Background: an optimization exercise with open tools, aiming at small area. Do not read the settings as production practice. Function was checked by simulation only, so behaviour that the tests miss may differ from the original.

== the previous run ==
## calc
module calc (
	output [3:0] col,
	input [3:0] row,
	output [6:0] sseg_A,
	output [9:0] sseg_C,
	output [35:0] value,
	output valid,
	output neg,
	input clk,
	input reset
);
Size in the first run: about 1100 cells after synthesis, roughly 65 I/O pins, about 14000 um^2 of cells after synthesis.
==> module control, before the edit <==
module control (
	input clk,
	input reset,
	input det,
	input [3:0] code,
	input [3:0] sel,
	input [1:0] c4,
	input nend35,
	input [3:0] dend, dfirst,
	input P35, Q35, Q34, V35, S35,
	output reg xp, xs, sb, selV, selW, selE8, selE2, selE1, inv, cin, vload,
	output wrn, wrd,
	output [3:0] dwd,
	output conv, rot, qin, setu,
	output reg err,
	output valid,
	output idle
);
localparam IDLE = 4'd0, DIG = 4'd1, ENT = 4'd2, ENTZ = 4'd3, PUSH = 4'd4, CLR = 4'd5,
           OPA = 4'd6, OPW = 4'd7, XFER = 4'd8, ITER = 4'd9, FIN = 4'd10, BACK = 4'd11,
           ALGN = 4'd12, CONV = 4'd13, VAL = 4'd14, TOS = 4'd15;
reg [3:0] st;
reg [5:0] cnt;
reg [3:0] key;
reg [2:0] rn;
reg [3:0] rd;
reg sgn;
wire isdiv = (key == 4'd13);
wire ismul = (key == 4'd12);
wire issub = (key == 4'd11);
wire isadd = (key == 4'd10);
wire addsub = isadd | issub;
wire rn0 = (rn == 3'd0);
wire rn1 = (rn == 3'd1);
wire rd0 = (rd == 4'd0);
wire rd1 = (rd == 4'd1);
wire rd8 = (rd == 4'd8);
wire first = (cnt == 6'd0);
wire last = (cnt == 6'd35);
wire phok = (c4 == 2'd1) && sel[0] && (cnt >= 6'd2);
wire holdn = (st == PUSH && rn1) || (st == XFER && cnt < 6'd7);
wire holdd = (st == DIG && rd1) || (st == ENTZ && cnt >= 6'd1 && cnt < 6'd6);
always @(posedge clk) begin
	if (st == CLR) begin
		rn <= 3'd0;
		rd <= 4'd0;
	end else begin
		if (!holdn) rn <= rn + 3'd1;
		if (!holdd) rd <= (rd == 4'd8) ? 4'd0 : rd + 4'd1;
	end
	if (st == IDLE && det) key <= code;
	if (st == OPA && cnt == 6'd1) sgn <= isdiv & V35;
	if (st == OPW && rn0) sgn <= sgn ^ (isdiv & nend35);
end
always @(*) begin
	xp = 0; xs = 0; sb = 0; selV = 0; selW = 0; selE8 = 0; selE2 = 0; selE1 = 0;
	inv = 0; cin = 0; vload = 0;
	case (st)
		IDLE, DIG, PUSH, VAL: xp = 1;
		ENT: selE8 = 1;
		ENTZ: begin
			xp = 1;
			selE2 = (cnt == 6'd0);
			selE1 = (cnt == 6'd1);
		end
		CLR: vload = 1;
		OPA: begin
			if (first) begin
				xp = 1;
				vload = 1;
			end else if (isdiv | issub) begin
				selV = 1;
				inv = issub | V35;
				cin = inv;
				vload = isdiv;
			end else
				xp = 1;
		end
		OPW: begin
			if (rn0) begin
				selW = 1;
				inv = isdiv & nend35;
				cin = inv;
				xp = addsub;
				vload = addsub;
			end else
				xp = 1;
		end
		XFER: xs = 1;
		ITER: begin
			xs = !first;
			if (isdiv) begin
				sb = Q35;
				selV = 1;
				inv = first | ~P35;
				cin = inv;
			end else
				selV = Q35;
		end
		FIN: begin
			if (first) begin
				xp = !(isdiv & err);
				cin = isdiv & sgn & !err;
				vload = ismul | isdiv;
			end else begin
				selV = 1;
				inv = V35;
				cin = V35;
			end
		end
		ALGN: xp = 1;
		CONV: xs = 1;
		BACK: begin
			xs = 1;
			sb = Q35 ^ sgn;
		end
		TOS: selV = 1;
		default: ;
	endcase
end
always @(posedge clk or posedge reset)
	if (reset) begin
		st <= CLR;
		cnt <= 6'd31;
		err <= 1'b0;
	end else begin
		cnt <= cnt + 6'd1;
		case (st)
			IDLE: begin
				cnt <= 6'd0;
				if (det) begin
					if (code < 4'd10) st <= DIG;
					else if (code == 4'd14) st <= PUSH;
					else if (code == 4'd15) st <= CLR;
					else st <= OPA;
				end
			end
			DIG: if (rd1) st <= IDLE;
			PUSH: if (rn1) st <= ENT;
			ENT: begin
				cnt <= 6'd0;
				if (rd8) st <= ENTZ;
			end
			ENTZ: if (cnt == 6'd9) st <= IDLE;
			CLR: if (cnt == 6'd39) st <= IDLE;
			OPA: if (cnt == 6'd1) st <= OPW;
			OPW: begin
				cnt <= 6'd0;
				if (rn0) st <= XFER;
			end
			XFER: if (last) begin
				cnt <= 6'd0;
				st <= ITER;
			end
			ITER: if (last) begin
				cnt <= 6'd0;
				if (isdiv) st <= BACK;
				else begin
					err <= 1'b0;
					st <= FIN;
				end
			end
			BACK: begin
				if (first) err <= Q35 & Q34;
				if (last) begin
					cnt <= 6'd0;
					st <= FIN;
				end
			end
			FIN: if (cnt == 6'd1) begin
				cnt <= 6'd0;
				st <= ALGN;
			end
			ALGN: if (phok) begin
				cnt <= 6'd0;
				st <= CONV;
			end
			CONV: if (last) st <= VAL;
			VAL: if (rn1) st <= TOS;
			TOS: st <= IDLE;
			default: st <= IDLE;
		endcase
	end
assign wrd = (st == DIG && rd1) || (st == ENTZ && cnt >= 6'd6) || (st == CLR);
assign dwd = (st == DIG) ? key : 4'd0;
assign wrn = ((st == PUSH || st == VAL) && rn1) || (st == CLR);
assign valid = (st == VAL);
assign idle = (st == IDLE);
assign conv = (st == CONV);
reg bok;
always @(posedge clk or posedge reset)
	if (reset) bok <= 1'b0;
	else if (sel == 4'd0 && c4 == 2'd3) bok <= 1'b1;
assign rot = bok && ((st == IDLE) || (st == DIG) || (st == ENT) || (st == ENTZ) ||
             (st == PUSH) || (st == VAL) || (st == TOS));
assign qin = (st == CONV || st == XFER) ? P35 :
             (st == ITER && isdiv) ? ~S35 : 1'b0;
assign setu = conv && last;
endmodule
clock: 170.0 ns
lec_check: 0
cap_margin: 20
core_margin: 2
core_utilization: 75
slew_margin: 20
standard.sh (not shown) runs the stock make flow with config.mk's settings and CLKGATE_MAP_FILE= SYNTH_SCRIPT=/design/flow/synth_recipe.tcl, a recipe that flattens the netlist after the stock synthesis.
==> flow/flow/run.sh <==
#!/bin/bash
# Layout flow: the standard flow (standard.sh) with three changes to how the
# layout is built:
#  - ABC maps the logic with an area-oriented script (abc_area.script beside
#    this file) in place of ORFS's, and Yosys extracts only full adders before
#    it (no half adders); the registers are mapped before either runs, so they
#    are the standard synthesis's;
#  - ports are buffered with the smallest buffer;
#  - the clock tree uses small clock buffers in larger sink clusters, without
#    dummy loads.
# The make output goes to standard.log; ORFS keeps each step's log in orfs/logs.
set -euo pipefail
here=$(pwd)
rm -rf "$here/scripts"
cp -r "$FLOW_HOME/scripts" "$here/scripts"
cp "$here/flow/abc_area.script" "$here/scripts/abc_area.script"
# extract only full adders (the ALU's adder); leave other logic to ABC
sed -i 's/^  extract_fa {\*}\[dont_use_extract_fa_args\]$/  extract_fa -fa/' "$here/scripts/synth.tcl"
grep -q '^  extract_fa -fa$' "$here/scripts/synth.tcl"
bash standard.sh \
	"SCRIPTS_DIR=$here/scripts" \
	"ABC_AREA=1" \
	"CTS_ARGS=-sink_clustering_enable -repair_clock_nets -dont_use_dummy_load -buf_list sky130_fd_sc_hd__clkbuf_4 -sink_clustering_size 10 -sink_clustering_max_diameter 40" \
	"BUFFER_PORTS_ARGS=-buffer_cell sky130_fd_sc_hd__buf_1" \
	finish > standard.log 2>&1
==> flow/flow/abc_area.script <==
strash
&get -n
&fraig -x
&put
scorr
dc2
strash
&get -n
&dch -f
&nf -R 1000
&put
The previous run finished every step from synthesis to the final layout, and the layout passed the timing, design-rule and antenna checks.
[inputs] the current run vs the previous run
diff --git a/flow/design.v b/flow/design.v
--- a/flow/design.v
+++ b/flow/design.v
@@ -282,4 +282,5 @@
 reg [3:0] rd;
 reg sgn;
+reg tv;                   
 wire isdiv = (key == 4'd13);
 wire ismul = (key == 4'd12);
@@ -308,4 +309,6 @@
 	if (st == OPA && cnt == 6'd1) sgn <= isdiv & V35;
 	if (st == OPW && rn0) sgn <= sgn ^ (isdiv & nend35);
+	if (st == CLR) tv <= 1'b0;
+	if (st == ENT || st == TOS) tv <= 1'b1;
 end
 always @(*) begin
@@ -387,5 +390,5 @@
 				if (det) begin
 					if (code < 4'd10) st <= DIG;
-					else if (code == 4'd14) st <= PUSH;
+					else if (code == 4'd14) st <= tv ? PUSH : ENT;
 					else if (code == 4'd15) st <= CLR;
 					else st <= OPA;
## What came out
Master of the slowest instance on the critical path = edfxtp_1: the current run; master of the slowest instance on the critical path = dfstp_2: the previous run. For vertical extent of the die, the current run and the previous run come out practically identical. Between the current run and the previous run, the post-synthesis share of cell area spent on full adders, half adders and majority gates does not differ in any meaningful way. Taking the previous run as the reference, in the current run simple-gate share of the synthesized area has remained practically unchanged; wire length higher; count of flip-flops and latches roughly the same; clock buffer count from CTS went up. Taking the previous run as the reference, in the current run share of the final layout cell area in sequential cells roughly the same, wire length of the first global-routing pass higher, synthesized cell count higher, layout buffer count excluding clock buffers lower. Delta (the current run minus the previous run): final period utilization comparable, time the final worst path needs with I/O delays and setup has decreased.

## what the ideal ports hide
The flow's constraints put no driver on any port. The routed layouts listed below were extracted and timed again, unchanged, in two steps. Step 1 assumes that a clkbuf_16 drives the clock port and a buf_2 every other input. Step 2 times the ports against the registers' clock, not the clock port: input delays grow and output delays shrink by t, the midpoint of the rising clock arrivals with the driver on. Slacks: ideal / step 1 / step 2; pairs: ideal / step 1.
| run | t (ns) | slack for setup (ns) | hold WS [ns] | clock arrival spread, ns | worst slew at a driven data input, ns |
|---|---|---|---|---|---|
| the previous run | 0.693 | 133.991 / 133.950 / 134.270 | 0.270 / 0.270 / 0.270 | 0.099 / 0.099 | 0.08 |
| the current run | 0.701 | 134.061 / 134.019 / 134.326 | 0.269 / 0.269 / 0.269 | 0.155 / 0.154 | 0.03 |
After both steps every run listed still meets setup and hold.
